Context: an optimization exercise on an open-source flow, tuned for small area and a short achievable clock period. The choices shown serve that exercise and are no tape-out recipe. In this exercise RTL edits were held to simulation tests only and were not proved equivalent to the original. No activity file was given, so power comes from the tool's default toggle rates.

### design/flow/flow/run.sh
#!/bin/bash
# Standard layout, with the port buffers made of sky130_fd_sc_hd__buf_1 cells.
set -euo pipefail
export BUFFER_PORTS_ARGS="-buffer_cell sky130_fd_sc_hd__buf_1"
bash standard.sh > standard_make.log 2>&1
### design/flow/standard.sh
#!/bin/bash
# synth_recipe.tcl (not shown) runs the flow's synth.tcl, then flattens the netlist and writes it again
# the make line also repeats each setting of config.mk as NAME=value (left out here)
make -C /OpenROAD-flow-scripts/flow DESIGN_CONFIG=/design/flow/config.mk WORK_HOME=/design/flow/orfs CLKGATE_MAP_FILE= SYNTH_SCRIPT=/design/flow/synth_recipe.tcl "${@:-finish}"
### design/flow/config.mk
export PLATFORM = sky130hd
export DESIGN_NAME = fp_mul
export DESIGN_NICKNAME = fp_mul
export VERILOG_FILES = /design/flow/design.v
export SDC_FILE = /design/flow/constraint.sdc
export NUM_CORES = 4
export LEC_CHECK = 0
export ABC_AREA = 1
export CAP_MARGIN = 20
export CORE_MARGIN = 2
export CORE_UTILIZATION = 40
export SETUP_SLACK_MARGIN = 2.2
export SLEW_MARGIN = 20
### design/flow/constraint.sdc
create_clock -name core_clock -period 4.0 [get_ports {clk}]
set_input_delay 0.8000 -clock core_clock [delete_from_list [all_inputs] [get_ports {clk}]]
set_output_delay 0.8000 -clock core_clock [all_outputs]
set_load 0.01 [all_outputs]
### design/flow/design.v
module fp_mul(
    input clk,
    input rst,
    input [31:0] a_s,
    input [31:0] b_s,
    output reg [31:0] c_out,
    output reg overflow
);
    localparam M = 12;    
    reg [4:0] cnt;
    wire start = (cnt == 5'd0);
    wire done  = (cnt == 5'd25);
    wire eadd  = (cnt != 5'd0) && (cnt <= 5'd8);
    reg [22:0] A;         
    reg [22:0] B;         
    reg [23:0] P;         
    reg        k;         
    reg        q24, q23;  
    reg [7:0]  X;         
    reg [7:0]  Y;         
    reg        cy;        
    reg        Z;         
    reg        sx, sr;    
    wire [23:0] pp = B[0] ? {1'b1, A} : 24'd0;
    wire [M-1:0] lo  = {1'b0, P[M-2:0]} + {1'b0, pp[M-2:0]};
    wire         s1  = P[M-1] ^ pp[M-1] ^ k;
    wire         c1  = (P[M-1] & pp[M-1]) | (P[M-1] & k) | (pp[M-1] & k);
    wire         sm  = s1 ^ lo[M-1];
    wire         c2  = s1 & lo[M-1];
    wire [24-M:0] hi = {1'b0, P[23:M]} + {1'b0, pp[23:M]} + {{(24-M){1'b0}}, c1};
    wire [24:0]  U   = {hi, sm, lo[M-2:0]};
    wire es = X[0] ^ Y[0] ^ (cy & eadd);
    wire ec = (X[0] & Y[0]) | (X[0] & cy) | (Y[0] & cy);
    always @(posedge clk) begin
        if (start) begin
            A  <= a_s[22:0];
            B  <= {1'b1, b_s[22:1]};
            X  <= a_s[30:23];
            Y  <= b_s[30:23];
            cy <= 1'b1;
            sx <= a_s[31];
            sr <= a_s[31] ^ b_s[31];
            P  <= b_s[0] ? {1'b0, 1'b1, a_s[22:1]} : 24'd0;
            k  <= 1'b0;
        end else begin
            B  <= {1'b0, B[22:1]};
            X  <= {es, X[7:1]};
            Y  <= {1'b0, Y[7:1]};
            if (eadd) cy <= ec;
            P  <= U[24:1];
            k  <= c2;
        end
        q24 <= U[0];
        q23 <= q24;
        if (cnt == 5'd1) Z <= (X == 8'd0) || (Y == 8'd0);
    end
    wire        p47 = P[22];
    wire [7:0]  e   = {~X[7], X[6:0]};
    wire        e8  = ~(cy ^ X[7]);
    wire [7:0]  eo  = e + {7'd0, p47};
    wire        of  = e8 | (p47 & (&e));
    wire [22:0] fr  = p47 ? {P[21:0], q24} : {P[20:0], q24, q23};
    wire        zr  = Z | rst;
    always @(posedge clk) begin
        if (rst || done)
            cnt <= 5'd0;
        else
            cnt <= cnt + 5'd1;
        if (rst || done) begin
            c_out[31]    <= ~rst & (Z ? sx : sr);
            c_out[30:23] <= zr ? 8'd0 : eo;
            c_out[22:0]  <= zr ? 23'd0 : fr;
            overflow     <= ~rst & of;
        end
    end
endmodule
==> results of run 1 <==
-- worst max-delay path: stages, from the launching register on --
cell and delay [ns]:
dfxtp_4 0.36, buf_4 0.13, buf_6 0.12, buf_12 0.14
buf_4 0.13, nand2_1 0.06, inv_2 0.06, fa_2 0.38
nand2_2 0.09, nand3_2 0.07, nand2_2 0.09, inv_1 0.04
nand2_1 0.06, nand2_2 0.07, nand2_1 0.06, nand3_1 0.06
nand2_1 0.06, inv_1 0.04
-- cells in the final DEF, fill, tap and decap left out, types with 16 or more instances in the layout --
cell type  netlist  routed
buf_4            2      33
nand3_1         28      16
nand2_2          0      26
edfxtp_1        59      59
clkbuf_16        0      19
nor2_1          41      36
a21oi_1         42      41
inv_1           85      72
dfxtp_1         72      69
nand2_1        294     263
buf_1            0      96
-- flip-flops by register name, indices dropped and copies added, names as in the netlist --
name,flops
c_out,32
P,24
A,23
B,23
X,8
Y,8
cnt,5
Z,1
cy,1
k,1
overflow,1
q23,1
q24,1
sr,1
sx,1
-- per-stage QoR --
stage               utilization, %  cell area (µm²)  std cells
floorplan                        -             6200        747
global placement              44.5             6710       1016
detailed placement            44.5             6710       1016
CTS                           51.8             7810       1076
global route                  53.4             8060       1089
finish                        53.4             8060       1089
-- worst max path at each step --
stage                     cells past startpoint  slack [ns]         to  start
after global placement                        5        1.48  c_out[26]    rst
after detailed placement                      5        1.46  c_out[26]    rst
after CTS                                    15        1.84      P[23]  A[11]
after floorplan                              16        1.91      P[23]   B[0]
after global routing                         15        1.73      P[23]  A[11]
final                                        17        1.87      P[23]   B[0]
-- layer usage --
layer	wire, µm	part of all wire, %	global-route usage [%]
met1	6730	46	23.4
met2	7050	48	30.7
met3	695	4.7	4.26
met4	265	1.8	7.24
met5	0	0	0
-- kinds of logic (layout without fill, tap and decap cells) --
kind of cell,after synthesis,count (layout),synth area share (%)
compound gates,81,81,7.21
xor+xnor,8,8,1.14
fa+ha+maj,33,33,7.21
buf+inv,108,262,7.03
flops,131,131,52.3
simple gates,386,386,25.1
-- power groups by stage --
stage               sequential, mW  combinational, mW  clock (mW)
detailed placement            1.96               1.27           0
floorplan                     1.89              0.993           0
CTS                           1.95               1.58        1.48
finish                        1.95               1.75        1.45
global route                  1.99               1.96        1.54
global placement              1.96               1.27           0
-- cell type report --
| cell class | count | area share (%) |
|---|---|---|
| clock buffer | 28 | 6.69 |
| clock inverter | 4 | 0.248 |
| inverter | 88 | 4.36 |
| multi-input combinational | 508 | 36.3 |
| sequential | 131 | 40.0 |
| tap | 188 | 2.92 |
| timing repair buffer | 140 | 9.30 |
| timing repair inverter | 2 | 0.171 |
-- repair_timing --
action | CTS | global route
cloned | 1 | 1
buffers inserted | 27 | 12
resized for setup | 71 | 51
endpoints found under the setup margin | 126 | 78
hold buffers | 0 | 0
pin swaps | 32 | 27
==> results.json, run 1 <==
{
  "num_rows": 45,
  "avgSynthCellArea_um2": 8.22,
  "seq_power_share_pct": 37.8,
  "rsz0062_at_grt": "true",
  "regArea_um2": 3220,
  "cts_tree": "done",
  "drc": 0,
  "power_mw": 5.15,
  "synth_cell_types": 32,
  "firstDrtPassIters": 4,
  "numCtsBuffers": 17,
  "p_sw_share_pct": 34.0,
  "hold_path_end": "q23",
  "n_fill_cell": 1435,
  "grt_overflow": 0,
  "initial_core_util_pct": 40.7,
  "hpwl_um": 9250,
  "antennaDiodeCount": 0,
  "yosysMostFrequentCell": "nand2_1",
  "switching_power_mw": 1.75,
  "multi_input_area_um2": 2930,
  "clock_power_share_pct": 28.2,
  "synth_fp_nets": 846,
  "slew_violations": 0,
  "wl_per_cell_um": 13.5,
  "synth_area_leader_cell": "edfxtp_1",
  "timing.final.ws_setup_ns": 1.87,
  "ios": 99,
  "min_from": "q24",
  "timing.hold.ws_ns": 0.370,
  "synth_area_leaders": "edfxtp_1, dfxtp_1, nand2_1",
  "netlist_area_um2": 6140,
  "io_buffers": 98,
  "synth_flop_cell": "dfxtp_1",
  "grt_use_total_pct": 18.5,
  "ys_ff_latch": 131,
  "max_clock_freq_mhz": 470,
  "p_leak_nw": 3.69,
  "antenna_left": 0,
  "synth-edff-count": 59,
  "layout.nets": 987,
  "p_int_mw": 3.40,
  "worst_pin_slew_ns": 0.826,
  "clock_path_buffers": 2,
  "rr_worst_depth": 17,
  "cap_viol_max_count": 0,
  "cts_htree_levels": 4,
  "synth_common_cells": "nand2_1, inv_1, dfxtp_1",
  "drive_gt1_share_pct": 18.5,
  "status": "complete, no violations",
  "place.gp.congestion": 0.860,
  "clk_pin_slew_ns": 0.05,
  "die_y_um": 128,
  "ys_seq_area_share_pct": 52.3,
  "hold_path.class": "reg2reg",
  "yosys_warnings": 1,
  "setup_tns_ns": 0,
  "critPathCaptureType": "flop",
  "place_ws_ns": 1.46,
  "r2r_start": "B[0]",
  "ir_drop_v": 0.000334,
  "drt_wl_total_um": 14700,
  "cp_max_fo": 8,
  "p_per_area_nw_per_um2": 639,
  "finClkSkew_ns": 0.00571,
  "min_period_ns": 2.13,
  "antenna_found_initial": 0,
  "fin_crit_sh_pct": 53.2,
  "critPathKind": "reg2reg",
  "setup.worst_path.start_class": "flop",
  "relSlewSlack_pct": 44.9,
  "drt_iter0_markers": 471,
  "final_hold_viol_count": 0,
  "design.die.area_um2": 16400,
  "area_growth_pct": 31.2,
  "grt_max_degree": 53,
  "clkLatencyLatePin_ns": 0.41,
  "async_flop_share_pct": 0,
  "avgViaCountPerCell": 4.84,
  "clock-sinks": 131,
  "root_buffer": "clkbuf_16",
  "coreArea_um2": 15100,
  "rr_endpoint": "P[23]",
  "yosysTopAreaCellShare_pct": 28.9,
  "worstPathRequired_ns": 4.31,
  "grt_pass1_vias": 4989,
  "p_comb_share_pct": 34.0,
  "setup_viol": 0,
  "worstHoldPathCells": 0,
  "vias": 5272,
  "grt_pass1_wl_um": 23600,
  "die_x_um": 128,
  "arrival_ns": 2.44,
  "syn-instance-count": 747,
  "r2r_setup_slack_ns": 1.87
}
==> run 2, diff against run 1 <==
--- a/design/flow/config.mk
+++ b/design/flow/config.mk
@@ -10,4 +10,7 @@
 export CORE_MARGIN = 2
 export CORE_UTILIZATION = 40
+export CTS_BUF_LIST = sky130_fd_sc_hd__clkbuf_8 sky130_fd_sc_hd__clkbuf_16
+export CTS_CLUSTER_DIAMETER = 150
+export CTS_CLUSTER_SIZE = 40
 export SETUP_SLACK_MARGIN = 2.2
 export SLEW_MARGIN = 20
==> results.json, run 2 <==
{
  "antennaDiodeCount": 0,
  "clock_power_share_pct": 28.0,
  "clk_pin_slew_ns": 0.05,
  "syn-instance-count": 747,
  "status": "complete, no violations",
  "rsz0062_at_grt": "true",
  "firstDrtPassIters": 5,
  "ir_drop_v": 0.000335,
  "grt_overflow": 0,
  "grt_pass1_vias": 4989,
  "top_register": "c_out",
  "area_growth_pct": 31.2,
  "relSlewSlack_pct": 44.4,
  "synth_fp_nets": 846,
  "yosysTopAreaCellShare_pct": 28.9,
  "final_cell_mix": "nand2_1, buf_1, inv_1",
  "synth_common_cells": "nand2_1, inv_1, dfxtp_1",
  "synth_area_leaders": "edfxtp_1, dfxtp_1, nand2_1",
  "cts_htree_levels": 4,
  "setup.worst_path.start_class": "flop",
  "min_period_ns": 2.13,
  "io_buffers": 98,
  "yosys_warnings": 1,
  "slew_violations": 0,
  "grt_max_degree": 53,
  "hold_buffers": 0,
  "clock_path_buffers": 2,
  "switching_power_mw": 1.75,
  "p_int_mw": 3.38,
  "layout.nets": 987,
  "antenna_left": 0,
  "top_regs": "c_out (32), P (24)",
  "synth-xor-area-share_pct": 1.14,
  "place.gp.congestion": 0.860,
  "p_leak_nw": 3.71,
  "numCtsBuffers": 17,
  "arrival_ns": 2.44,
  "synth_cell_types": 32,
  "worstPathRequired_ns": 4.31,
  "clkLatencyLatePin_ns": 0.42,
  "grt_pass1_wl_um": 23600,
  "synth_mux_area_share_pct": 0,
  "clock-sinks": 131,
  "final_common_cell": "nand2_1",
  "finClkSkew_ns": 0.00668,
  "async_flop_share_pct": 0,
  "drt_iter0_markers": 463,
  "design.die.area_um2": 16400,
  "avgSynthCellArea_um2": 8.22,
  "p_sw_share_pct": 34.1,
  "max_clock_freq_mhz": 470,
  "yosysMostFrequentCell": "nand2_1",
  "coreArea_um2": 15100,
  "num_rows": 45,
  "seq_power_share_pct": 38.0,
  "setup_tns_ns": 0,
  "ys_seq_area_share_pct": 52.3,
  "hold_path.class": "reg2reg",
  "critPathKind": "reg2reg",
  "synthAdderAreaFrac_pct": 7.21,
  "fin_crit_sh_pct": 53.2,
  "drive_gt1_share_pct": 18.5,
  "vias": 5261,
  "netlist_area_um2": 6140,
  "worst_pin_slew_ns": 0.834,
  "antenna_found_initial": 0,
  "cp_max_fo": 8,
  "place_ws_ns": 1.46,
  "root_buffer": "clkbuf_16",
  "ys_ff_latch": 131,
  "synth_flop_cell": "dfxtp_1",
  "yosys.area_share.simple_pct": 25.1,
  "final_hold_viol_count": 0,
  "synth_area_leader_cell": "edfxtp_1",
  "largest_register_ff_count": 32,
  "synth-edff-count": 59,
  "ios": 99,
  "hpwl_um": 9250,
  "initial_core_util_pct": 40.7,
  "die_y_um": 128,
  "cap_viol_max_count": 0,
  "cts_tree": "done",
  "synth_compound_area_share_pct": 7.21,
  "grt_use_total_pct": 18.5,
  "avgViaCountPerCell": 4.83,
  "die_x_um": 128,
  "setup_viol": 0,
  "synth_top_family_by_area": "simple AND/OR/NAND/NOR gates",
  "drc": 0,
  "timing.final.ws_setup_ns": 1.87,
  "critPathCaptureType": "flop",
  "p_per_area_nw_per_um2": 637,
  "drt_wl_total_um": 14700,
  "timing.hold.ws_ns": 0.372,
  "p_comb_share_pct": 34.0,
  "wl_per_cell_um": 13.5
}
[run 2: changes by cell type in the layout (fill, tap and decap cells not counted), sizes merged]
cell | previous run | this run
clkbuf | 30 | 24
inv | 87 | 93
[run 2: stage by stage]
| stage | cell area (µm²) | util, % | instances | total power, mW |
|---|---|---|---|---|
| floorplan | 6200 | - | 747 | 2.88 |
| global placement | 6710 | 44.5 | 1016 | 3.23 |
| detailed placement | 6710 | 44.5 | 1016 | 3.22 |
| CTS | 7810 | 51.8 | 1076 | 5.00 |
| global route | 8060 | 53.4 | 1089 | 5.48 |
| finish | 8060 | 53.4 | 1089 | 5.14 |
[run 2: power groups by stage]
stage               logic, mW  clock network (mW)  registers (mW)
floorplan               0.993                   0            1.89
global placement         1.27                   0            1.96
detailed placement       1.27                   0            1.96
CTS                      1.58                1.47            1.95
global route             1.96                1.53            1.99
finish                   1.75                1.44            1.95
[run 2: cell families (layout without fill, tap and decap cells)]
group                      Yosys count  in the layout
and+or+nand+nor                    386            386
DFF                                131            131
buffers and inverters              108            262
AOI/OAI and AO/OA                   81             81
adders and majority gates           33             33
xor gates and xnor gates             8              8
[run 2: path summary, 6_finish.rpt]
path              from    end  slack [ns]  cells past startpoint
hold reg to reg    q24    q23        0.37                      0
setup reg to reg  B[0]  P[23]        1.87                     17
hold / removal     q24    q23        0.37                      0
setup / recovery  B[0]  P[23]        1.87                     17
[run 2: worst max-delay path, cell delays in order (launching register included)]
cell     delay (ns)
dfxtp_4        0.36
buf_4          0.13
buf_6          0.12
buf_12         0.14
buf_4          0.13
nand2_1        0.06
inv_2          0.06
fa_2           0.38
nand2_2        0.09
nand3_2        0.07
nand2_2        0.09
inv_1          0.04
nand2_1        0.06
nand2_2        0.07
nand2_1        0.06
nand3_1        0.06
nand2_1        0.06
inv_1          0.04
[run 2: final cells by class]
type / instances / area [µm²]
clock buffer: 22 / 517
clock inverter: 10 / 42.5
fill: 1435 / 7030
inverter: 88 / 352
multi-input combinational: 508 / 2930
sequential: 131 / 3220
tap: 188 / 235
timing repair buffer: 140 / 749
timing repair inverter: 2 / 13.8
[run 2: timing repair]
item                                    in CTS  in global routing
setup buffers                               27                 12
resized for setup                           71                 51
endpoints found under the setup margin     126                 78
cloned                                       1                  1
endpoints found under the hold margin        0                  0
pin swaps                                   32                 27
[run 2: layer usage]
| layer | global-route usage (%) | wire length, µm | share of wire (%) | vias up |
|---|---|---|---|---|
| li1 | - | - | - | 2687 |
| met1 | 23.4 | 6650 | 45 | 2412 |
| met2 | 30.7 | 7030 | 48 | 139 |
| met3 | 4.26 | 747 | 5.1 | 23 |
| met4 | 7.24 | 267 | 1.8 | 0 |
| met5 | 0 | 0 | 0 | - |
==> run 3, diff against run 2 <==
==> design/flow/flow/run.sh (replaced) <==
#!/bin/bash
# Standard layout (the standard.sh), with two changes:
#  - port buffers made of sky130_fd_sc_hd__buf_1 cells instead of the default pick;
#  - clock tree leaves of clkbuf_4 under a clkbuf_16 root, no dummy loads.
set -euo pipefail
export BUFFER_PORTS_ARGS="-buffer_cell sky130_fd_sc_hd__buf_1"
export CTS_ARGS="-sink_clustering_enable -repair_clock_nets -buf_list sky130_fd_sc_hd__clkbuf_4 -root_buf sky130_fd_sc_hd__clkbuf_16 -dont_use_dummy_load"
bash standard.sh > standard_make.log 2>&1
==> design/flow/config.mk (replaced) <==
export PLATFORM = sky130hd
export DESIGN_NAME = fp_mul
export DESIGN_NICKNAME = fp_mul
export VERILOG_FILES = /design/flow/design.v
export SDC_FILE = /design/flow/constraint.sdc
export NUM_CORES = 4
export LEC_CHECK = 0
export ABC_CLOCK_PERIOD_IN_PS = 1800
export CAP_MARGIN = 20
export CORE_MARGIN = 2
export CORE_UTILIZATION = 40
export SETUP_SLACK_MARGIN = 2.2
export SLEW_MARGIN = 20
==> results.json, run 3 <==
{
  "finClkSkew_ns": 0.0361,
  "coreArea_um2": 14500,
  "synth_area_leader_cell": "edfxtp_1",
  "clkLatencyLatePin_ns": 0.38,
  "drt_iter0_markers": 295,
  "die_y_um": 126,
  "synth_fp_nets": 697,
  "setup_tns_ns": 0,
  "avgSynthCellArea_um2": 9.96,
  "grt_overflow": 0,
  "setup_viol": 0,
  "ir_drop_v": 0.000226,
  "fin_crit_sh_pct": 62.5,
  "ios": 99,
  "relSlewSlack_pct": 35.6,
  "top_register": "c_out",
  "min_period_ns": 2.50,
  "synth-edff-count": 59,
  "yosys_warnings": 1,
  "timing.hold.ws_ns": 0.365,
  "cp_max_fo": 4,
  "netlist_area_um2": 5960,
  "regArea_um2": 3220,
  "drc": 0,
  "ys_seq_area_share_pct": 53.9,
  "syn-instance-count": 598,
  "async_flop_share_pct": 0,
  "ys_ff_latch": 131,
  "critPathKind": "reg2reg",
  "vias": 4752,
  "synth_common_cells": "nand2_1, dfxtp_1, edfxtp_1",
  "numCtsBuffers": 17,
  "synth_cell_types": 46,
  "io_buffers": 98,
  "wl_per_cell_um": 16.0,
  "synth_area_leaders": "edfxtp_1, dfxtp_1, nand2_1",
  "drive_gt1_share_pct": 18.3,
  "drt_wl_total_um": 14600,
  "grt_max_degree": 39,
  "cts_htree_levels": 4,
  "n_fill_cell": 1350,
  "final_hold_viol_count": 0,
  "layout.nets": 832,
  "antennaDiodeCount": 0,
  "design.die.area_um2": 15900,
  "worst_pin_slew_ns": 0.966,
  "p_per_area_nw_per_um2": 604,
  "max_clock_freq_mhz": 400,
  "initial_core_util_pct": 41.0,
  "yosysMostFrequentCell": "nand2_1",
  "critPathCaptureType": "flop",
  "clock_path_buffers": 2,
  "worstPathRequired_ns": 4.29,
  "cts_tree": "done",
  "place.gp.congestion": 0.824,
  "clock-sinks": 131,
  "synth_flop_cell": "dfxtp_1",
  "arrival_ns": 2.79,
  "rsz0062_at_grt": "true",
  "multi_input_area_um2": 3040,
  "cap_viol_max_count": 0,
  "p_leak_nw": 3.02,
  "setup.worst_path.start_class": "flop",
  "root_buffer": "clkbuf_16",
  "top_regs": "c_out (32), P (24)",
  "avgViaCountPerCell": 5.19,
  "grt_pass1_vias": 4555,
  "grt_pass1_wl_um": 22700,
  "antenna_found_initial": 0,
  "final_common_cell": "nand2_1",
  "die_x_um": 126,
  "antenna_left": 0,
  "num_rows": 44,
  "slew_violations": 0,
  "worstHoldPathCells": 0,
  "hold_path.class": "reg2reg",
  "grt_use_total_pct": 18.3,
  "yosysTopAreaCellShare_pct": 29.7,
  "hpwl_um": 8780,
  "area_growth_pct": 25.7,
  "largest_register_ff_count": 32,
  "final_cell_mix": "nand2_1, buf_1, dfxtp_1",
  "clk_pin_slew_ns": 0.11,
  "status": "complete, no violations",
  "rr_worst_depth": 11,
  "firstDrtPassIters": 4
}
run 3: what timing repair did:
action                     in CTS  in global routing
setup endpoints to repair      93                 88
buffers inserted               25                 13
hold buffers                    0                  0
cloned                          3                  0
pin swaps                      24                 35
resized for setup              72                 34
hold endpoints to repair        0                  0
run 3: per-stage QoR:
step | cells | total power, mW | area (µm²) | utilization (%) | setup slack [ns]
final | 915 | 4.52 | 7480 | 51.5 | 1.50
after global routing | 915 | 4.79 | 7480 | 51.5 | 1.43
after CTS | 902 | 4.33 | 7230 | 49.8 | 1.53
after detailed placement | 857 | 3.29 | 6510 | 44.8 | 1.13
after global placement | 857 | 3.25 | 6510 | 44.8 | 1.25
after floorplan | 598 | 2.95 | 6010 | - | 1.62
run 3: critical path: stages, from the launching register on:
cell and delay [ns]:
dfxtp_4 0.39, nand2_2 0.07, fa_2 0.19, inv_2 0.04
fa_2 0.36, fa_2 0.37, a21o_1 0.21, a311oi_4 0.29
buf_4 0.17, o31ai_2 0.07, xnor2_1 0.13, o21ai_0 0.14
run 3: power breakdown:
part / internal (mW) / switching (mW)
Combinational: 0.925 / 0.978
Clock: 0.232 / 0.410
Sequential: 1.72 / 0.248
run 3: cell type report:
type | count | share of cell area, %
multi-input cells | 426 | 40.6
well taps | 184 | 3.08
repair inverters | 1 | 0.117
clock buffers | 17 | 1.94
inverters | 15 | 0.920
flip-flops and latches | 131 | 43.0
repair buffers | 141 | 10.3
run 3: path summary, 6_finish.rpt:
| check | start | to | slack (ns) |
|---|---|---|---|
| worst max-delay path | B[0] | P[19] | 1.50 |
| worst min-delay path | q24 | q23 | 0.36 |
| worst max register to register | B[0] | P[19] | 1.50 |
| worst min register to register | q24 | q23 | 0.36 |
run 3: cell families after synthesis:
| family | share of synthesized area, % |
|---|---|
| and+or+nand+nor | 18.9 |
| muxes | 4.20 |
| adders and majority gates | 7.44 |
| xor gates and xnor gates | 3.24 |
| AOI/OAI and AO/OA | 9.29 |
| buffers and inverters | 2.94 |
| DFF | 53.9 |
run 3: routing by layer:
layer	wire, µm	up-vias	track usage [%]
met5	0	-	0
met4	249	0	7.18
met3	676	19	4.25
met2	7150	129	31.2
met1	6540	2271	22.5
li1	-	2333	-
==> run 4, diff against run 3 <==
==> design/flow/flow/run.sh (replaced) <==
#!/bin/bash
# Standard layout (the standard.sh), with two changes:
#  - port buffers made of sky130_fd_sc_hd__buf_1 cells instead of the default pick;
#  - clock tree leaves of clkbuf_4 under a clkbuf_16 root, no dummy loads;
#  - no mapping of adders to full/half-adder cells (abc maps them).
set -euo pipefail
export BUFFER_PORTS_ARGS="-buffer_cell sky130_fd_sc_hd__buf_1"
export CTS_ARGS="-sink_clustering_enable -repair_clock_nets -buf_list sky130_fd_sc_hd__clkbuf_4 -root_buf sky130_fd_sc_hd__clkbuf_16 -dont_use_dummy_load"
bash standard.sh ADDER_MAP_FILE= finish > standard_make.log 2>&1
--- a/design/flow/config.mk
+++ b/design/flow/config.mk
@@ -6,8 +6,8 @@
 export NUM_CORES = 4
 export LEC_CHECK = 0
-export ABC_CLOCK_PERIOD_IN_PS = 1800
+export ABC_CLOCK_PERIOD_IN_PS = 2500
 export CAP_MARGIN = 20
 export CORE_MARGIN = 2
 export CORE_UTILIZATION = 40
-export SETUP_SLACK_MARGIN = 2.2
+export SETUP_SLACK_MARGIN = 1.8
 export SLEW_MARGIN = 20
==> results.json, run 4 <==
{
  "fin_util_pct": 45.5,
  "netlist_area_um2": 6740,
  "largest_register_ff_count": 32,
  "p_leak_nw": 2.86,
  "hold_buffers": 0,
  "firstDrtPassIters": 5,
  "timing.final.ws_setup_ns": 1.86,
  "grt_max_degree": 69,
  "layout.nets": 894,
  "drt_wl_total_um": 15300,
  "place_ws_ns": 1.66,
  "ys_ff_latch": 131,
  "final_cell_mix": "nand2_1, buf_1, dfxtp_1",
  "min_period_ns": 2.14,
  "top_regs": "c_out (32), P (24)",
  "grt_pass1_wl_um": 24900,
  "ios": 99,
  "hold_path.class": "reg2reg",
  "status": "complete, no violations",
  "antennaDiodeCount": 0,
  "p_per_area_nw_per_um2": 561,
  "synth_cell_types": 70,
  "clock-sinks": 131,
  "instances_no_fill": 1046,
  "vias": 5453,
  "drive_gt1_share_pct": 8.72,
  "power_mw": 4.22,
  "clock_path_buffers": 2,
  "rsz0062_at_grt": "true",
  "slew_violations": 0,
  "yosys_warnings": 1,
  "fin_crit_sh_pct": 53.6,
  "clkLatencyLatePin_ns": 0.37,
  "cts_tree": "done",
  "synth_flop_cell": "dfxtp_1",
  "antenna_found_initial": 0,
  "grt_pass1_vias": 5050,
  "arrival_ns": 2.43,
  "drt_iter0_markers": 428,
  "root_buffer": "clkbuf_16",
  "area_growth_pct": 11.6,
  "num_rows": 47,
  "initial_core_util_pct": 40.8,
  "critPathKind": "reg2reg",
  "coreArea_um2": 16500,
  "clk_pin_slew_ns": 0.11,
  "top_register": "c_out",
  "worst_pin_slew_ns": 0.652,
  "io_buffers": 98,
  "wl_per_cell_um": 14.6,
  "yosysTopAreaCellShare_pct": 26.3,
  "die_x_um": 134,
  "ir_drop_v": 0.000232,
  "grt_overflow": 0,
  "hpwl_um": 9950,
  "worstPathRequired_ns": 4.28,
  "avgViaCountPerCell": 5.21,
  "placed_area_um2": 7190,
  "syn-instance-count": 749,
  "die_y_um": 134,
  "grt_use_total_pct": 17.3,
  "dp_cells": 1017,
  "async_flop_share_pct": 0,
  "synth_common_cells": "nand2_1, dfxtp_1, edfxtp_1",
  "setup.worst_path.start_class": "flop",
  "design.die.area_um2": 17900,
  "synth_area_leaders": "edfxtp_1, dfxtp_1, nand2_1",
  "max_clock_freq_mhz": 467,
  "cts_htree_levels": 4,
  "critPathCaptureType": "flop",
  "place.gp.congestion": 0.843,
  "design_area_um2": 7520,
  "ys_seq_area_share_pct": 47.7,
  "cp_max_fo": 5,
  "synth-edff-count": 59,
  "drc": 0,
  "cap_viol_max_count": 0,
  "setup_tns_ns": 0,
  "relSlewSlack_pct": 56.5,
  "avgSynthCellArea_um2": 9.00,
  "synth_area_leader_cell": "edfxtp_1",
  "setup_viol": 0,
  "final_hold_viol_count": 0,
  "numCtsBuffers": 17,
  "yosysMostFrequentCell": "nand2_1",
  "final_common_cell": "nand2_1",
  "finClkSkew_ns": 0.0302,
  "antenna_left": 0,
  "synth_fp_nets": 815,
  "timing.hold.ws_ns": 0.354
}
run 4: power by group:
part           total [mW]  internal, mW  switching, mW  leakage [nW]
combinational        1.49         0.715          0.771          1.57
clock               0.647         0.232          0.415        0.0859
sequential           2.09          1.69          0.405          1.20
run 4: cell families after synthesis:
| family | after synthesis | synth area share, % |
|---|---|---|
| AND/OR/NAND/NOR | 301 | 19.5 |
| multiplexers | 26 | 3.93 |
| buffers and inverters | 65 | 4.25 |
| AO/OA/AOI/OAI | 163 | 16.4 |
| flip-flops | 131 | 47.7 |
| adder cells (fa/ha/maj) | 4 | 0.612 |
| XOR/XNOR | 59 | 7.66 |
run 4: path summary, 6_finish.rpt:
path / startpoint / endpoint / slack [ns] / depth (start not counted)
setup / recovery: A[3] / P[6] / 1.86 / 7
setup reg to reg: A[3] / P[6] / 1.86 / 7
hold / removal: q24 / q23 / 0.35 / 0
hold reg to reg: q24 / q23 / 0.35 / 0
run 4: final cells by class:
cell class	count	area [µm²]
Fill cell	1639	9000
Multi-Input combinational cell	553	3300
Sequential cell	131	3220
Timing Repair Buffer	118	552
Tap cell	220	275
Clock buffer	17	145
Inverter	7	28.8
run 4: routing by layer:
layer  track usage, %  part of all wire, %  up-vias
met5                0                    0        -
met4             6.62                  1.8        0
met3             3.48                  4.3       19
met2             27.7                   48      114
met1             23.1                   46     2557
li1                 -                    -     2763
run 4: critical path, stage by stage, from the launching register on:
cell and delay [ns]:
edfxtp_1 0.47, a21o_1 0.24, a2111oi_2 0.42, nor4_1 0.14
a21o_4 0.21, xnor2_1 0.13, or3_1 0.32, a31oi_1 0.16
run 4: what timing repair did:
item,CTS,global route
gates resized for setup,4,19
setup buffers,0,11
pin swaps,0,6
endpoints found under the setup margin,6,46
cloned,0,1
==> run 5, diff against run 4 <==
==> design/flow/flow/run.sh (replaced) <==
#!/bin/bash
# Standard layout (the standard.sh), with these changes:
#  - port buffers made of sky130_fd_sc_hd__buf_1 cells instead of the default pick;
#  - clock tree leaves of clkbuf_8 under a clkbuf_16 root, no dummy loads;
#  - no mapping of adders to full/half-adder cells (abc maps them);
#  - abc maps the logic with flow/abc.script (no abc-level buffering or sizing;
#    the resizer does that after placement). Everything else in ORFS's scripts
#    folder is used unchanged, from a copy.
set -euo pipefail
cp -r "$FLOW_HOME/scripts" scripts_mod
cp flow/abc.script scripts_mod/abc_speed.script
export SCRIPTS_DIR="$PWD/scripts_mod"
export BUFFER_PORTS_ARGS="-buffer_cell sky130_fd_sc_hd__buf_1"
export CTS_ARGS="-sink_clustering_enable -repair_clock_nets -buf_list sky130_fd_sc_hd__clkbuf_8 -root_buf sky130_fd_sc_hd__clkbuf_16 -dont_use_dummy_load"
bash standard.sh ADDER_MAP_FILE= finish > standard_make.log 2>&1
==> design/flow/flow/abc.script (new file) <==
strash
&get -n
&fraig -x
&put
scorr
dc2
dretime
strash
&get -n
&dch -f
&nf {D}
&put
--- a/design/flow/config.mk
+++ b/design/flow/config.mk
@@ -6,8 +6,7 @@
 export NUM_CORES = 4
 export LEC_CHECK = 0
-export ABC_CLOCK_PERIOD_IN_PS = 2500
 export CAP_MARGIN = 20
 export CORE_MARGIN = 2
 export CORE_UTILIZATION = 40
-export SETUP_SLACK_MARGIN = 1.8
+export SETUP_SLACK_MARGIN = 2.0
 export SLEW_MARGIN = 20
==> results.json, run 5 <==
{
  "firstDrtPassIters": 4,
  "critPathKind": "reg2reg",
  "worst_pin_slew_ns": 0.527,
  "clkLatencyLatePin_ns": 0.36,
  "die_x_um": 119,
  "drive_gt1_share_pct": 9.75,
  "ys_ff_latch": 131,
  "synth_top_family_by_area": "simple AND/OR/NAND/NOR gates",
  "fin_crit_sh_pct": 88.5,
  "status": "complete, no violations",
  "avgSynthCellArea_um2": 10.2,
  "async_flop_share_pct": 0,
  "top_regs": "c_out (32), P (24)",
  "worstPathRequired_ns": 4.25,
  "place.gp.congestion": 0.820,
  "synth_common_cells": "nand2_1, dfxtp_1, edfxtp_1",
  "antenna_found_initial": 0,
  "met2_length_um": 5910,
  "setup_viol": 0,
  "critPathCaptureType": "flop",
  "coreArea_um2": 13100,
  "relSlewSlack_pct": 64.9,
  "cap_viol_max_count": 0,
  "die_y_um": 119,
  "slew_violations": 0,
  "timing.hold.ws_ns": 0.374,
  "min_period_ns": 3.54,
  "synth_area_leader_cell": "edfxtp_1",
  "synth_fp_nets": 589,
  "met1Wirelength_um": 5560,
  "area_growth_pct": 22.1,
  "largest_register_ff_count": 32,
  "hpwl_um": 7350,
  "grt_pass1_vias": 4056,
  "yosysMostFrequentCell": "nand2_1",
  "max_clock_freq_mhz": 283,
  "root_buffer": "clkbuf_16",
  "yosys.area_share.simple_pct": 19.9,
  "grt_pass1_wl_um": 19900,
  "final_hold_viol_count": 0,
  "finClkSkew_ns": 0.0158,
  "synth_flop_cell": "dfxtp_1",
  "rsz0062_at_grt": "true",
  "ys_seq_area_share_pct": 60.3,
  "ios": 99,
  "io_buffers": 98,
  "synthAdderAreaFrac_pct": 0,
  "final_cell_mix": "nand2_1, buf_1, dfxtp_1",
  "p_per_area_nw_per_um2": 593,
  "antenna_left": 0,
  "cts_tree": "done",
  "yosys_warnings": 1,
  "vias": 4215,
  "dr.max_layer_used": "met4",
  "hold_buffers": 0,
  "hold_path.class": "reg2reg",
  "clk_pin_slew_ns": 0.07,
  "antennaDiodeCount": 0,
  "synth_compound_area_share_pct": 11.3,
  "arrival_ns": 3.79,
  "clock-sinks": 131,
  "grt_use_total_pct": 18.0,
  "synth-xor-area-share_pct": 3.61,
  "clock_path_buffers": 2,
  "synth_mux_area_share_pct": 4.50,
  "synth_cell_types": 33,
  "initial_core_util_pct": 40.6,
  "avgViaCountPerCell": 5.00,
  "setup_tns_ns": 0,
  "grt_overflow": 0,
  "wl_per_cell_um": 14.6,
  "top_register": "c_out",
  "synth-edff-count": 59,
  "cp_max_fo": 3,
  "drt_wl_total_um": 12300,
  "layout.nets": 735,
  "ir_drop_v": 0.000202,
  "yosysTopAreaCellShare_pct": 33.2,
  "p_leak_nw": 2.63,
  "wl_met3_um": 595,
  "r2r_setup_slack_ns": 0.46,
  "synth_area_leaders": "edfxtp_1, dfxtp_1, nand2_1",
  "final_common_cell": "nand2_1",
  "setup.worst_path.start_class": "flop",
  "num_rows": 42,
  "syn-instance-count": 523,
  "netlist_area_um2": 5330,
  "grt_max_degree": 42,
  "numCtsBuffers": 17,
  "drt_iter0_markers": 278,
  "design.die.area_um2": 14300,
  "cts_htree_levels": 4,
  "drc": 0
}
==> run 5: changes by cell type after synthesis, sizes merged, moves of 9 or more <==
cell,before,now
clkbuf,29,0
nor2,57,43
buf,29,0
nand2,164,137
o21ai,44,27
nor3,14,4
a31oi,13,4
and3,6,20
xor2,19,7
a21oi,45,32
xnor2,40,15
==> run 5: kinds of logic after synthesis <==
family                 count (synthesis)
buffers and inverters                  5
XOR/XNOR                              22
AND/OR/NAND/NOR                      245
multiplexers                          24
AO/OA/AOI/OAI                         96
flip-flops                           131
==> run 5: power by group <==
| part | switching, mW | internal [mW] | total (mW) |
|---|---|---|---|
| sequential | 0.218 | 1.71 | 1.93 |
| combinational | 0.597 | 0.507 | 1.10 |
| clock | 0.425 | 0.399 | 0.824 |
| total | 1.24 | 2.62 | 3.86 |
==> run 5: final cells by class <==
class | count | area [µm²]
clock buffers | 17 | 245
fillers | 1291 | 6630
inverters | 5 | 45.0
multi-input cells | 392 | 2210
flip-flops and latches | 131 | 3220
well taps | 176 | 220
repair buffers | 121 | 552
repair inverters | 1 | 16.3
==> run 5: final timing paths <==
kind	startpoint	end	cells after the start
max	A[1]	P[10]	11
min	q24	q23	0
max reg2reg	A[1]	P[10]	11
min reg2reg	q24	q23	0
==> run 5: metrics by stage <==
step	setup slack (ns)	instance area [µm²]	utilization, %	total power [mW]	cells
2_1_floorplan	0.439	5370	-	2.64	523
3_3_place_gp	0.494	5980	45.5	2.88	799
3_5_place_dp	0.403	5980	45.5	2.91	799
4_1_cts	0.487	6400	48.7	3.83	832
5_1_grt	0.374	6510	49.5	4.10	843
6_report	0.460	6510	49.5	3.86	843
==> run 5: worst max-delay path: stages (launching register included) <==
cell and delay, ns:
edfxtp_1 0.42, and3_4 0.20, or3_4 0.36, a211o_1 0.28
a211o_1 0.28, a211o_1 0.27, a311o_1 0.30, a211o_1 0.30
a31o_1 0.22, o211a_1 0.22, or3_1 0.32, a32o_1 0.26
==> run 5: what timing repair did <==
action / CTS / global route
resized for setup: 12 / 8
gates cloned: 5 / 1
buffers inserted: 11 / 10
setup endpoints to repair: 54 / 96
pin swaps: 8 / 6
endpoints found under the hold margin: 0 / 0
==> run 5: layer usage <==
layer,global-route usage (%),up-vias
met5,0,-
met4,7.50,0
met3,4.55,21
met2,30.0,96
met1,22.1,1946
li1,-,2152
==> run 6, diff against run 5 <==
==> design/flow/flow/abc.script (replaced) <==
&get -n
&st
&dch
&nf
&put
--- a/design/flow/config.mk
+++ b/design/flow/config.mk
@@ -9,4 +9,4 @@
 export CORE_MARGIN = 2
 export CORE_UTILIZATION = 40
-export SETUP_SLACK_MARGIN = 2.0
+export SETUP_SLACK_MARGIN = 2.4
 export SLEW_MARGIN = 20
==> results.json, run 6 <==
{
  "final_common_cell": "nand2_1",
  "numCtsBuffers": 17,
  "rr_worst_depth": 8,
  "arrival_ns": 2.26,
  "coreArea_um2": 13800,
  "cts_tree": "done",
  "root_buffer": "clkbuf_16",
  "ios": 99,
  "drive_gt1_share_pct": 23.0,
  "p_int_mw": 2.78,
  "p_leak_nw": 2.93,
  "synth_fp_nets": 650,
  "grt_use_total_pct": 19.6,
  "top_register": "c_out",
  "layout.nets": 804,
  "setup.worst_path.start_class": "flop",
  "min_from": "q24",
  "instances_no_fill": 916,
  "switching_power_mw": 1.55,
  "wl_per_cell_um": 16.2,
  "firstDrtPassIters": 5,
  "clk_pin_slew_ns": 0.06,
  "worstHoldPathCells": 0,
  "place.gp.congestion": 0.848,
  "io_buffers": 98,
  "cp_max_fo": 8,
  "syn-instance-count": 584,
  "finClkSkew_ns": 0.0232,
  "synth_cell_types": 42,
  "die_y_um": 122,
  "final_cell_mix": "nand2_1, buf_1, dfxtp_1",
  "p_sw_share_pct": 35.8,
  "setup_viol": 0,
  "hold_path_end": "q23",
  "r2r_start": "B[0]",
  "grt_pass1_vias": 4496,
  "critPathKind": "reg2reg",
  "max_clock_freq_mhz": 494,
  "avgViaCountPerCell": 5.20,
  "relSlewSlack_pct": 72.0,
  "synth-edff-count": 59,
  "critPathCaptureType": "flop",
  "r2r_setup_slack_ns": 1.97,
  "worst_pin_slew_ns": 0.419,
  "drc": 0,
  "seq_power_share_pct": 45.0,
  "yosys_warnings": 1,
  "synth_area_leader_cell": "edfxtp_1",
  "avgSynthCellArea_um2": 9.58,
  "min_period_ns": 2.03,
  "initial_core_util_pct": 40.6,
  "vias": 4764,
  "p_comb_share_pct": 36.1,
  "num_rows": 43,
  "setup_tns_ns": 0,
  "drt_iter0_markers": 282,
  "clock-sinks": 131,
  "worstPathRequired_ns": 4.24,
  "final_hold_viol_count": 0,
  "design.die.area_um2": 14900,
  "hold_path.class": "reg2reg",
  "ir_drop_v": 0.000261,
  "largest_register_ff_count": 32,
  "p_per_area_nw_per_um2": 588,
  "synth_flop_cell": "dfxtp_1",
  "netlist_area_um2": 5590,
  "clkLatencyLatePin_ns": 0.36,
  "rsz0062_at_grt": "true",
  "area_growth_pct": 31.8,
  "antenna_found_initial": 0,
  "antennaDiodeCount": 0,
  "clock_path_buffers": 2,
  "die_x_um": 122,
  "yosysMostFrequentCell": "nand2_1",
  "grt_max_degree": 43,
  "antenna_left": 0,
  "synth_area_leaders": "edfxtp_1, dfxtp_1, nand2_1",
  "yosysTopAreaCellShare_pct": 31.7,
  "cap_viol_max_count": 0,
  "clock_power_share_pct": 18.9,
  "slew_violations": 0,
  "ys_ff_latch": 131,
  "grt_pass1_wl_um": 22200,
  "synth_common_cells": "nand2_1, dfxtp_1, nor2_1",
  "cts_htree_levels": 4,
  "async_flop_share_pct": 0,
  "dp_cells": 862,
  "fin_crit_sh_pct": 50.7,
  "grt_overflow": 0,
  "hpwl_um": 8110,
  "drt_wl_total_um": 14800,
  "n_fill_cell": 1282,
  "rr_endpoint": "P[19]",
  "top_regs": "c_out (32), P (24)",
  "ys_seq_area_share_pct": 57.4,
  "status": "complete, no violations"
}
-- run 6: cell types whose count changed in the layout (fill, tap and decap cells not counted), moves of 8 or more --
cell	before	now
and3_1	19	9
nor3_1	4	13
a21oi_2	2	14
nand2_1	136	148
buf_1	98	70
nor2_4	0	10
a21oi_1	30	15
clkbuf_2	0	28
and3_4	1	9
-- run 6: per-layer routing --
| layer | routed length [µm] | up-vias | track usage, % |
|---|---|---|---|
| met5 | 0 | - | 0 |
| met4 | 336 | 0 | 7.90 |
| met3 | 936 | 21 | 5.16 |
| met2 | 7060 | 144 | 31.6 |
| met1 | 6510 | 2214 | 24.9 |
| li1 | - | 2385 | - |
-- run 6: worst max path at each step --
stage               startpoint    end  slack (ns)
floorplan                 B[0]  P[19]        1.90
global placement          B[0]  P[19]        1.66
detailed placement        B[0]  P[19]        1.61
CTS                      A[12]  P[19]        2.09
global route              B[0]  P[19]        1.92
finish                    B[0]  P[19]        1.97
-- run 6: layout make-up --
type | instances | area [µm²] | area share, %
Timing Repair Buffer | 129 | 697 | 9.46
Multi-Input combinational cell | 456 | 2930 | 39.7
Inverter | 2 | 33.8 | 0.458
Clock buffer | 17 | 245 | 3.33
Tap cell | 180 | 225 | 3.06
Timing Repair inverter | 1 | 16.3 | 0.221
Sequential cell | 131 | 3230 | 43.8
-- run 6: metrics by stage --
step	hold WS (ns)	total power, mW	area, µm²	worst slack [ns]	utilization [%]
5_1_grt	0.404	4.61	7370	1.92	53.5
2_1_floorplan	0.350	2.77	5700	1.90	-
3_3_place_gp	0.357	3.06	6290	1.66	45.7
3_5_place_dp	0.363	3.08	6290	1.61	45.7
6_report	0.386	4.33	7370	1.97	53.5
4_1_cts	0.387	4.15	7000	2.09	50.8
-- run 6: critical path, cell delays in order, from the launching register on --
cell      delay, ns
dfxtp_4        0.43
buf_6          0.17
and3_1         0.22
nor2_4         0.08
nand2_2        0.11
a21oi_2        0.05
o2111a_1       0.27
or3_1          0.31
a32o_1         0.26
-- run 6: kinds of logic (layout without fill, tap and decap cells) --
logic type / count (synthesis) / count (layout) / synth area share, %
buffers and inverters: 2 / 149 / 0.134
xor gates and xnor gates: 30 / 30 / 4.70
AOI/OAI and AO/OA: 104 / 105 / 10.9
and+or+nand+nor: 293 / 297 / 22.6
DFF: 131 / 131 / 57.4
muxes: 24 / 24 / 4.30
-- run 6: power groups by stage --
stage	clock network [mW]	logic [mW]	registers, mW
finish	0.819	1.56	1.95
detailed placement	0	1.07	2.02
global route	0.908	1.71	1.99
CTS	0.849	1.36	1.93
global placement	0	1.05	2.01
floorplan	0	0.816	1.95
-- run 6: repair_timing --
action	CTS	global route
resized for setup	64	84
cloned	3	3
hold buffers	0	0
setup buffers	17	14
endpoints found under the setup margin	185	108
pin swaps	13	25
==> run 7, diff against run 6 <==
--- a/design/flow/config.mk
+++ b/design/flow/config.mk
@@ -9,4 +9,4 @@
 export CORE_MARGIN = 2
 export CORE_UTILIZATION = 40
-export SETUP_SLACK_MARGIN = 2.4
+export SETUP_SLACK_MARGIN = 2.0
 export SLEW_MARGIN = 20
==> results.json, run 7 <==
{
  "status": "complete, no violations",
  "initial_core_util_pct": 40.6,
  "top_register": "c_out",
  "worst_pin_slew_ns": 0.681,
  "ios": 99,
  "cts_tree": "done",
  "crit_buf_inv": 1,
  "yosysTopAreaCellShare_pct": 31.7,
  "p_leak_nw": 2.72,
  "firstDrtPassIters": 4,
  "wl_per_cell_um": 14.9,
  "clock-sinks": 131,
  "crit_cells": 8,
  "min_period_ns": 2.09,
  "worstPathRequired_ns": 4.25,
  "max_clock_freq_mhz": 478,
  "finClkSkew_ns": 0.0179,
  "synthAdderAreaFrac_pct": 0,
  "antenna_found_initial": 0,
  "final_cell_mix": "nand2_1, buf_1, dfxtp_1",
  "avgSynthCellArea_um2": 9.58,
  "yosysMostFrequentCell": "nand2_1",
  "slew_violations": 0,
  "coreArea_um2": 13800,
  "synth_area_leaders": "edfxtp_1, dfxtp_1, nand2_1",
  "multi_input_area_um2": 2710,
  "design.die.area_um2": 14900,
  "relSlewSlack_pct": 54.6,
  "area_growth_pct": 25.6,
  "num_rows": 43,
  "synth_cell_types": 42,
  "cp_slowest_cell": "dfxtp_4",
  "clkLatencyLatePin_ns": 0.37,
  "grt_pass1_vias": 4558,
  "cp_max_fo": 7,
  "synth_common_cells": "nand2_1, dfxtp_1, nor2_1",
  "die_y_um": 122,
  "rr_worst_depth": 8,
  "hold_path.class": "reg2reg",
  "ys_seq_area_share_pct": 57.4,
  "critPathKind": "reg2reg",
  "async_flop_share_pct": 0,
  "vias": 4660,
  "cp_top_family": "compound AO/OA/AOI/OAI gates",
  "clk_pin_slew_ns": 0.07,
  "timing.hold.ws_ns": 0.371,
  "final_hold_viol_count": 0,
  "ys_ff_latch": 131,
  "synth_area_leader_cell": "edfxtp_1",
  "setup.worst_path.start_class": "flop",
  "drc": 0,
  "grt_use_total_pct": 19.0,
  "clock_path_buffers": 2,
  "grt_max_degree": 85,
  "max_stage_delay_ns": 0.41,
  "avgViaCountPerCell": 5.16,
  "yosys.area_share.simple_pct": 22.6,
  "synth_flop_cell": "dfxtp_1",
  "cts_htree_levels": 4,
  "grt_overflow": 0,
  "fin_crit_sh_pct": 52.3,
  "antennaDiodeCount": 0,
  "path_cells": "buf_6 > and3_4 > a311oi_4 > o21ai_2 > a21oi_2 > o2111a_2 > or3_1 > a32o_1",
  "r2r_start": "B[0]",
  "rsz0062_at_grt": "true",
  "regArea_um2": 3220,
  "root_buffer": "clkbuf_16",
  "numCtsBuffers": 17,
  "hold_buffers": 0,
  "antenna_left": 0,
  "drt_iter0_markers": 265,
  "layout.nets": 791,
  "setup_tns_ns": 0,
  "r2r_setup_slack_ns": 1.91,
  "synth_top_family_by_area": "simple AND/OR/NAND/NOR gates",
  "top_regs": "c_out (32), P (24)",
  "rr_endpoint": "P[19]",
  "arrival_ns": 2.34,
  "place.gp.congestion": 0.862,
  "io_buffers": 98,
  "setup_viol": 0,
  "drt_wl_total_um": 13500,
  "synth_mux_area_share_pct": 4.30,
  "synth-xor-area-share_pct": 4.70,
  "grt_pass1_wl_um": 21700,
  "drive_gt1_share_pct": 13.8,
  "hpwl_um": 8370,
  "largest_register_ff_count": 32,
  "cap_viol_max_count": 0,
  "startpoint": "B[0]",
  "synth_fp_nets": 650,
  "synth_compound_area_share_pct": 10.9,
  "p_per_area_nw_per_um2": 604,
  "ir_drop_v": 0.000269,
  "netlist_area_um2": 5590,
  "critPathCaptureType": "flop",
  "final_common_cell": "nand2_1",
  "endpoint": "P[19]",
  "yosys_warnings": 1,
  "synth-edff-count": 59,
  "syn-instance-count": 584,
  "die_x_um": 122,
  "n_fill_cell": 1365
}
## run 7: cell count changes in the layout (fill, tap and decap cells not counted), moves of 4 or more
cell | before | now
and3_1 | 9 | 13
a21oi_1 | 15 | 24
nor2_4 | 10 | 4
clkbuf_2 | 28 | 0
nor2_2 | 4 | 8
buf_4 | 26 | 17
buf_1 | 70 | 98
o21ai_0 | 27 | 31
a21oi_2 | 14 | 6
## run 7: repair_timing
| action | CTS | global route |
|---|---|---|
| resized for setup | 33 | 52 |
| pin swaps | 6 | 16 |
| buffers inserted | 7 | 15 |
| endpoints found under the setup margin | 38 | 17 |
## run 7: metal layers
layer | GRT usage (%) | vias up | share of wire, %
li1 | - | 2350 | -
met1 | 23.3 | 2160 | 43
met2 | 31.8 | 134 | 50
met3 | 5.11 | 16 | 5.9
met4 | 7.54 | 0 | 1.3
met5 | 0 | - | 0
## run 7: worst min path at each step
stage	from	to	slack, ns	cells after the start
after global routing	q24	q23	0.39	0
after floorplan	q24	q23	0.35	0
after global placement	q24	q23	0.36	0
final	q24	q23	0.37	0
after CTS	q24	q23	0.37	0
after detailed placement	q24	q23	0.36	0
## run 7: cell type report
type	instances	share of cell area (%)
multi-input cells	451	38.5
inverters	2	0.178
clock buffers	17	3.49
well taps	180	3.21
flip-flops and latches	131	45.9
repair buffers	122	8.76
## run 7: power by group
group / internal (mW) / total, mW / switching (mW)
clock: 0.399 / 0.829 / 0.429
sequential: 1.71 / 1.94 / 0.230
combinational: 0.646 / 1.48 / 0.836
total: 2.75 / 4.25 / 1.50
## run 7: logic make-up after synthesis
| kind of cell | after synthesis |
|---|---|
| and+or+nand+nor | 293 |
| AOI/OAI and AO/OA | 104 |
| xor gates and xnor gates | 30 |
| DFF | 131 |
| buffers and inverters | 2 |
| muxes | 24 |
## run 7: metrics by stage
step	power (mW)	util [%]	std cells	setup WS [ns]	cell area, µm²
final	4.25	51.0	903	1.91	7030
after CTS	4.05	48.6	888	1.89	6700
after floorplan	2.75	-	584	1.90	5630
after detailed placement	3.07	45.3	864	1.55	6240
after global placement	3.04	45.3	864	1.62	6240
after global routing	4.52	51.0	903	1.83	7030
==> run 8, diff against run 7 <==
--- a/design/flow/design.v
+++ b/design/flow/design.v
@@ -9,6 +9,7 @@
     localparam M = 12;    
     reg [4:0] cnt;
-    wire start = (cnt == 5'd0);
-    wire done  = (cnt == 5'd25);
+    reg  st, dn;                
+    wire start = st;
+    wire done  = dn;
     wire eadd  = (cnt != 5'd0) && (cnt <= 5'd8);
     reg [22:0] A;         
@@ -67,4 +68,6 @@
         else
             cnt <= cnt + 5'd1;
+        st <= rst | done;
+        dn <= ~rst & (cnt == 5'd24);
         if (rst || done) begin
             c_out[31]    <= ~rst & (Z ? sx : sr);
==> results.json, run 8 <==
{
  "synth-edff-count": 59,
  "ys_seq_area_share_pct": 57.8,
  "min_period_ns": 2.06,
  "clk_pin_slew_ns": 0.07,
  "max_stage_delay_ns": 0.39,
  "drt_iter0_markers": 233,
  "avgSynthCellArea_um2": 11.0,
  "cts_htree_levels": 4,
  "p_sw_share_pct": 30.5,
  "ios": 99,
  "antenna_found_initial": 0,
  "top_register": "c_out",
  "ir_drop_v": 0.000228,
  "hpwl_um": 8020,
  "synth_area_leaders": "edfxtp_1, dfxtp_1, mux2_1",
  "setup.worst_path.start_class": "flop",
  "place.gp.congestion": 0.878,
  "finClkSkew_ns": 0.0240,
  "worst_pin_slew_ns": 0.942,
  "grt_max_degree": 60,
  "instances_no_fill": 825,
  "wl_per_cell_um": 15.7,
  "die_x_um": 123,
  "p_int_mw": 2.33,
  "rr_worst_depth": 9,
  "avgViaCountPerCell": 5.34,
  "worstPathRequired_ns": 4.23,
  "crit_top_cell": "o21ai_2",
  "cap_viol_max_count": 0,
  "setup_tns_ns": 0,
  "cts_tree": "done",
  "yosysTopAreaCellShare_pct": 31.5,
  "cp_slowest_cell": "dfxtp_4",
  "yosysMostFrequentCell": "dfxtp_1",
  "vias": 4402,
  "antenna_left": 0,
  "yosys_warnings": 1,
  "cp_max_fo": 8,
  "p_per_area_nw_per_um2": 489,
  "synth_cell_types": 36,
  "largest_register_ff_count": 32,
  "clock_path_buffers": 2,
  "synth_common_cells": "dfxtp_1, edfxtp_1, nor2_1",
  "final_cell_mix": "buf_1, dfxtp_1, edfxtp_1",
  "initial_core_util_pct": 40.7,
  "clock_power_share_pct": 25.0,
  "r2r_setup_slack_ns": 1.94,
  "max_clock_freq_mhz": 484,
  "drive_gt1_share_pct": 11.8,
  "design.die.area_um2": 15000,
  "clock-sinks": 133,
  "synth_flop_cell": "dfxtp_1",
  "firstDrtPassIters": 6,
  "grt_overflow": 0,
  "root_buffer": "clkbuf_16",
  "netlist_area_um2": 5630,
  "drt_wl_total_um": 12900,
  "top_regs": "c_out (32), P (24)",
  "arrival_ns": 2.30,
  "final_common_cell": "buf_1",
  "coreArea_um2": 13800,
  "die_y_um": 123,
  "fin_crit_sh_pct": 51.6,
  "drc": 0,
  "area_growth_pct": 21.9,
  "layout.nets": 713,
  "async_flop_share_pct": 0,
  "clkLatencyLatePin_ns": 0.37,
  "hold_path.class": "reg2reg",
  "antennaDiodeCount": 0,
  "rsz0062_at_grt": "true",
  "slew_violations": 0,
  "grt_pass1_wl_um": 20200,
  "numCtsBuffers": 17,
  "path_cells": "buf_6 > buf_4 > a21oi_1 > o21ai_2 > a221oi_4 > o21ai_2 > a31oi_1 > xor2_1 > o21ai_1",
  "worstHoldPathCells": 0,
  "syn-instance-count": 513,
  "critPathCaptureType": "flop",
  "io_buffers": 98,
  "timing.hold.ws_ns": 0.373,
  "ys_ff_latch": 133,
  "hold_buffers": 0,
  "dp_cells": 793,
  "status": "complete, no violations",
  "p_comb_share_pct": 23.7,
  "n_fill_cell": 1317,
  "synth_area_leader_cell": "edfxtp_1",
  "grt_use_total_pct": 17.7,
  "seq_power_share_pct": 51.3,
  "relSlewSlack_pct": 37.2,
  "power_mw": 3.35,
  "num_rows": 43,
  "critPathKind": "reg2reg",
  "p_leak_nw": 2.54,
  "setup_viol": 0,
  "synth_fp_nets": 579,
  "final_hold_viol_count": 0,
  "switching_power_mw": 1.02,
  "grt_pass1_vias": 4153
}
[run 8: changes by cell type after synthesis, sizes merged, moves of 3 or more]
cell,change
nand3,+5
nand2,-106
and3,-3
mux2,+36
nor2,-4
xor2,+5
nor4,+4
[run 8: final timing paths]
path | start | to
setup reg to reg | B[0] | P[9]
hold reg to reg | q24 | q23
hold / removal | q24 | q23
setup / recovery | B[0] | P[9]
[run 8: layer usage]
metal  routed length [µm]  track usage (%)  vias up
met5                    0                0        -
met2                 6090             27.8      150
met4                  317             8.48        0
met3                  793             4.88       24
li1                     -                -     2149
met1                 5710             22.7     2079
[run 8: area by class of cell]
class | instances | area (µm²) | share of cell area, %
flip-flops and latches | 133 | 3270 | 47.6
multi-input cells | 379 | 2570 | 37.5
repair buffers | 115 | 551 | 8.02
clock buffers | 17 | 245 | 3.57
well taps | 180 | 225 | 3.28
inverters | 1 | 3.75 | 0.0547
[run 8: cells by family after synthesis]
logic type	count (synthesis)	synth area share [%]
simple gates	185	15.1
flops	133	57.8
compound gates	101	10.4
mux	60	11.5
xor+xnor	33	5.14
buf+inv	1	0.0666
[run 8: metrics by stage]
stage / setup WS, ns / cell area (µm²) / util [%]
floorplan: 2.00 / 5640 / -
global placement: 1.68 / 6250 / 45.2
detailed placement: 1.59 / 6250 / 45.2
CTS: 1.93 / 6660 / 48.1
global route: 1.83 / 6860 / 49.6
finish: 1.94 / 6860 / 49.6
[run 8: critical path: cells and delay by family, from the launching register on]
kind | cells | cell delay, ns
buffers and inverters | 2 | 0.28
DFF | 1 | 0.39
xor gates and xnor gates | 1 | 0.17
AOI/OAI and AO/OA | 6 | 1.10
[run 8: repair_timing]
| action | in CTS | in global routing |
|---|---|---|
| setup buffers | 7 | 8 |
| pin swaps | 1 | 12 |
| gates resized for setup | 18 | 38 |
| endpoints found under the setup margin | 24 | 15 |
[run 8: power groups by stage]
stage | Clock [mW] | Combinational [mW] | Sequential (mW)
after CTS | 0.868 | 0.713 | 1.72
after global placement | 0 | 0.598 | 1.78
after floorplan | 0 | 0.445 | 1.75
after detailed placement | 0 | 0.606 | 1.78
final | 0.837 | 0.795 | 1.72
after global routing | 0.913 | 0.876 | 1.74
==> run 9, diff against run 8 <==
==> design/flow/flow/abc.script (replaced) <==
strash
dch
map -B 0.9
topo
--- a/design/flow/config.mk
+++ b/design/flow/config.mk
@@ -9,4 +9,4 @@
 export CORE_MARGIN = 2
 export CORE_UTILIZATION = 40
-export SETUP_SLACK_MARGIN = 2.0
+export SETUP_SLACK_MARGIN = 2.3
 export SLEW_MARGIN = 20
==> results.json, run 9 <==
{
  "synth-edff-count": 59,
  "root_buffer": "clkbuf_16",
  "numCtsBuffers": 17,
  "yosysTopAreaCellShare_pct": 30.0,
  "cap_viol_max_count": 0,
  "grt_pass1_vias": 4757,
  "rr_worst_depth": 17,
  "seq_power_share_pct": 50.2,
  "met1_usage_pct": 25.0,
  "yosys_warnings": 1,
  "antennaDiodeCount": 0,
  "cts_tree": "done",
  "cp_max_fo": 7,
  "arrival_ns": 2.02,
  "grt_busiest_layer": "met2",
  "largest_register_ff_count": 32,
  "syn-instance-count": 738,
  "final_common_cell": "nand2_1",
  "netlist_area_um2": 5910,
  "synth_fp_nets": 804,
  "initial_core_util_pct": 40.8,
  "clock_path_buffers": 2,
  "synth_cell_types": 23,
  "synth_area_leaders": "edfxtp_1, dfxtp_1, nand2_1",
  "avgSynthCellArea_um2": 8.00,
  "clock-sinks": 133,
  "grt_pass1_wl_um": 23400,
  "design.die.area_um2": 15800,
  "synth_common_cells": "nand2_1, nor2_1, clkinv_1, dfxtp_1, edfxtp_1",
  "num_rows": 44,
  "met3_usage_pct": 4.36,
  "power_mw": 3.28,
  "avgViaCountPerCell": 5.04,
  "worstHoldPathCells": 0,
  "timing.hold.ws_ns": 0.371,
  "critPathKind": "reg2reg",
  "drt_iter0_markers": 438,
  "min_period_ns": 1.76,
  "setup_viol": 0,
  "grt_use_total_pct": 19.0,
  "synth_area_leader_cell": "edfxtp_1",
  "final_cell_mix": "nand2_1, buf_1, dfxtp_1",
  "area_growth_pct": 33.5,
  "fin_crit_sh_pct": 44.1,
  "top_regs": "c_out (32), P (24)",
  "relSlewSlack_pct": 62.7,
  "n_fill_cell": 1318,
  "p_leak_nw": 3.25,
  "hold_buffers": 0,
  "status": "complete, no violations",
  "clock_power_share_pct": 25.4,
  "ios": 99,
  "instances_no_fill": 1073,
  "firstDrtPassIters": 5,
  "die_x_um": 126,
  "worst_pin_slew_ns": 0.560,
  "layout.nets": 957,
  "ys_ff_latch": 133,
  "antenna_left": 0,
  "p_comb_share_pct": 24.4,
  "async_flop_share_pct": 0,
  "drc": 0,
  "hold_path.class": "reg2reg",
  "hpwl_um": 9290,
  "slew_violations": 0,
  "wl_per_cell_um": 14.9,
  "ir_drop_v": 0.000219,
  "p_per_area_nw_per_um2": 416,
  "worstPathRequired_ns": 4.26,
  "rsz0062_at_grt": "true",
  "coreArea_um2": 14500,
  "drive_gt1_share_pct": 27.3,
  "clk_pin_slew_ns": 0.07,
  "drt_wl_total_um": 16000,
  "vias": 5408,
  "die_y_um": 126,
  "max_clock_freq_mhz": 567,
  "place.gp.congestion": 0.884,
  "use_met2_pct": 30.5,
  "top_register": "c_out",
  "synth_flop_cell": "dfxtp_1",
  "final_hold_viol_count": 0,
  "critPathCaptureType": "flop",
  "antenna_found_initial": 0,
  "clkLatencyLatePin_ns": 0.37,
  "setup_tns_ns": 0,
  "cts_htree_levels": 4,
  "p_sw_share_pct": 31.1,
  "p_int_mw": 2.26,
  "switching_power_mw": 1.02,
  "io_buffers": 98,
  "dp_cells": 1021,
  "finClkSkew_ns": 0.0216,
  "yosysMostFrequentCell": "nand2_1",
  "ys_seq_area_share_pct": 55.1,
  "setup.worst_path.start_class": "flop",
  "grt_overflow": 0,
  "grt_max_degree": 52
}
-- run 9: layout make-up --
type	instances	area (µm²)	area share (%)
multi-input combinational	531	3050	38.7
inverter	74	293	3.71
sequential	133	3270	41.4
tap	184	230	2.92
timing repair buffer	134	798	10.1
clock buffer	17	245	3.11
-- run 9: worst max-delay path, stage by stage, from the launching register on --
cell	delay, ns
dfxtp_4	0.38
buf_12	0.13
buf_12	0.13
nand2_4	0.05
inv_2	0.05
nand2_2	0.05
nand2_2	0.09
nand2_4	0.07
nand2_4	0.07
nand2_4	0.06
nand2_4	0.09
nand2_2	0.06
nand2_2	0.09
nand2_2	0.07
nand2_2	0.06
nand2_1	0.05
nand3_1	0.07
nand2_1	0.06
-- run 9: timing repair --
item                       4_1_cts  5_1_grt
hold endpoints to repair         0        0
buffers inserted                 9       22
resized for setup               51      206
pin swaps                        5       59
gates cloned                     0        4
setup endpoints to repair       38       44
-- run 9: metal layers --
layer | vias to the layer above | part of all wire, %
li1 | 2742 | -
met1 | 2474 | 44
met2 | 164 | 48
met3 | 28 | 5.6
met4 | 0 | 2.4
met5 | - | 0
-- run 9: metrics by stage --
stage	utilization [%]	worst slack, ns	area [µm²]
floorplan	-	2.30	5940
global placement	45.2	1.85	6550
detailed placement	45.2	1.85	6550
CTS	48.6	2.23	7040
global route	54.5	2.13	7890
finish	54.5	2.24	7890
-- run 9: final timing paths --
| kind | slack, ns | from | endpoint |
|---|---|---|---|
| max | 2.24 | B[0] | P[19] |
| min | 0.37 | q24 | q23 |
| max reg2reg | 2.24 | B[0] | P[19] |
| min reg2reg | 0.37 | q24 | q23 |
-- run 9: cells by family (layout without fill, tap and decap cells) --
logic type / after synthesis / in the layout / synth area share, %
buffers and inverters: 74 / 225 / 4.70
xor gates and xnor gates: 5 / 5 / 0.741
AOI/OAI and AO/OA: 110 / 110 / 11.1
DFF: 133 / 133 / 55.1
and+or+nand+nor: 416 / 416 / 28.4
-- run 9: power by group through the flow --
| stage | sequential, mW | combinational (mW) | clock, mW |
|---|---|---|---|
| floorplan | 1.67 | 0.347 | 0 |
| global placement | 1.68 | 0.494 | 0 |
| detailed placement | 1.68 | 0.497 | 0 |
| CTS | 1.63 | 0.588 | 0.856 |
| global route | 1.66 | 0.877 | 0.910 |
| finish | 1.64 | 0.800 | 0.833 |

-- afterwards: timing with drivers on the ports --
Ports are ideal in the flow. The routed layouts listed here were re-timed in OpenROAD.
Step 1 sets driving cells, clkbuf_16 on the clock port and buf_2 on the other inputs (assumed; they add their load-dependent delay and slew).
Step 2 moves the port delays by t, midway between the first and last clock arrival at a register: inputs arrive t later, outputs are due t later. That takes back most of the time a late clock gives input paths.
a / b / c = no drivers / after step 1 / after step 2; a / b = the first two.
run	shift t [ns]	setup WS [ns]	cell pins on the clock port's net
run 1	0.450	1.874 / 1.874 / 1.874	1
run 2	0.452	1.873 / 1.873 / 1.873	1
run 3	0.400	1.498 / 1.498 / 1.498	1
run 4	0.396	1.858 / 1.858 / 1.823	1
run 5	0.398	0.460 / 0.460 / 0.460	1
run 6	0.392	1.974 / 1.974 / 1.974	1
run 7	0.397	1.908 / 1.908 / 1.908	1
run 8	0.398	1.936 / 1.936 / 1.815	1
run 9	0.404	2.236 / 2.235 / 2.089	1
After both steps every run listed still meets setup and hold. The setup slack of run 9, which loses most, moves by -0.001 ns with the drivers and by -0.147 ns with both steps.
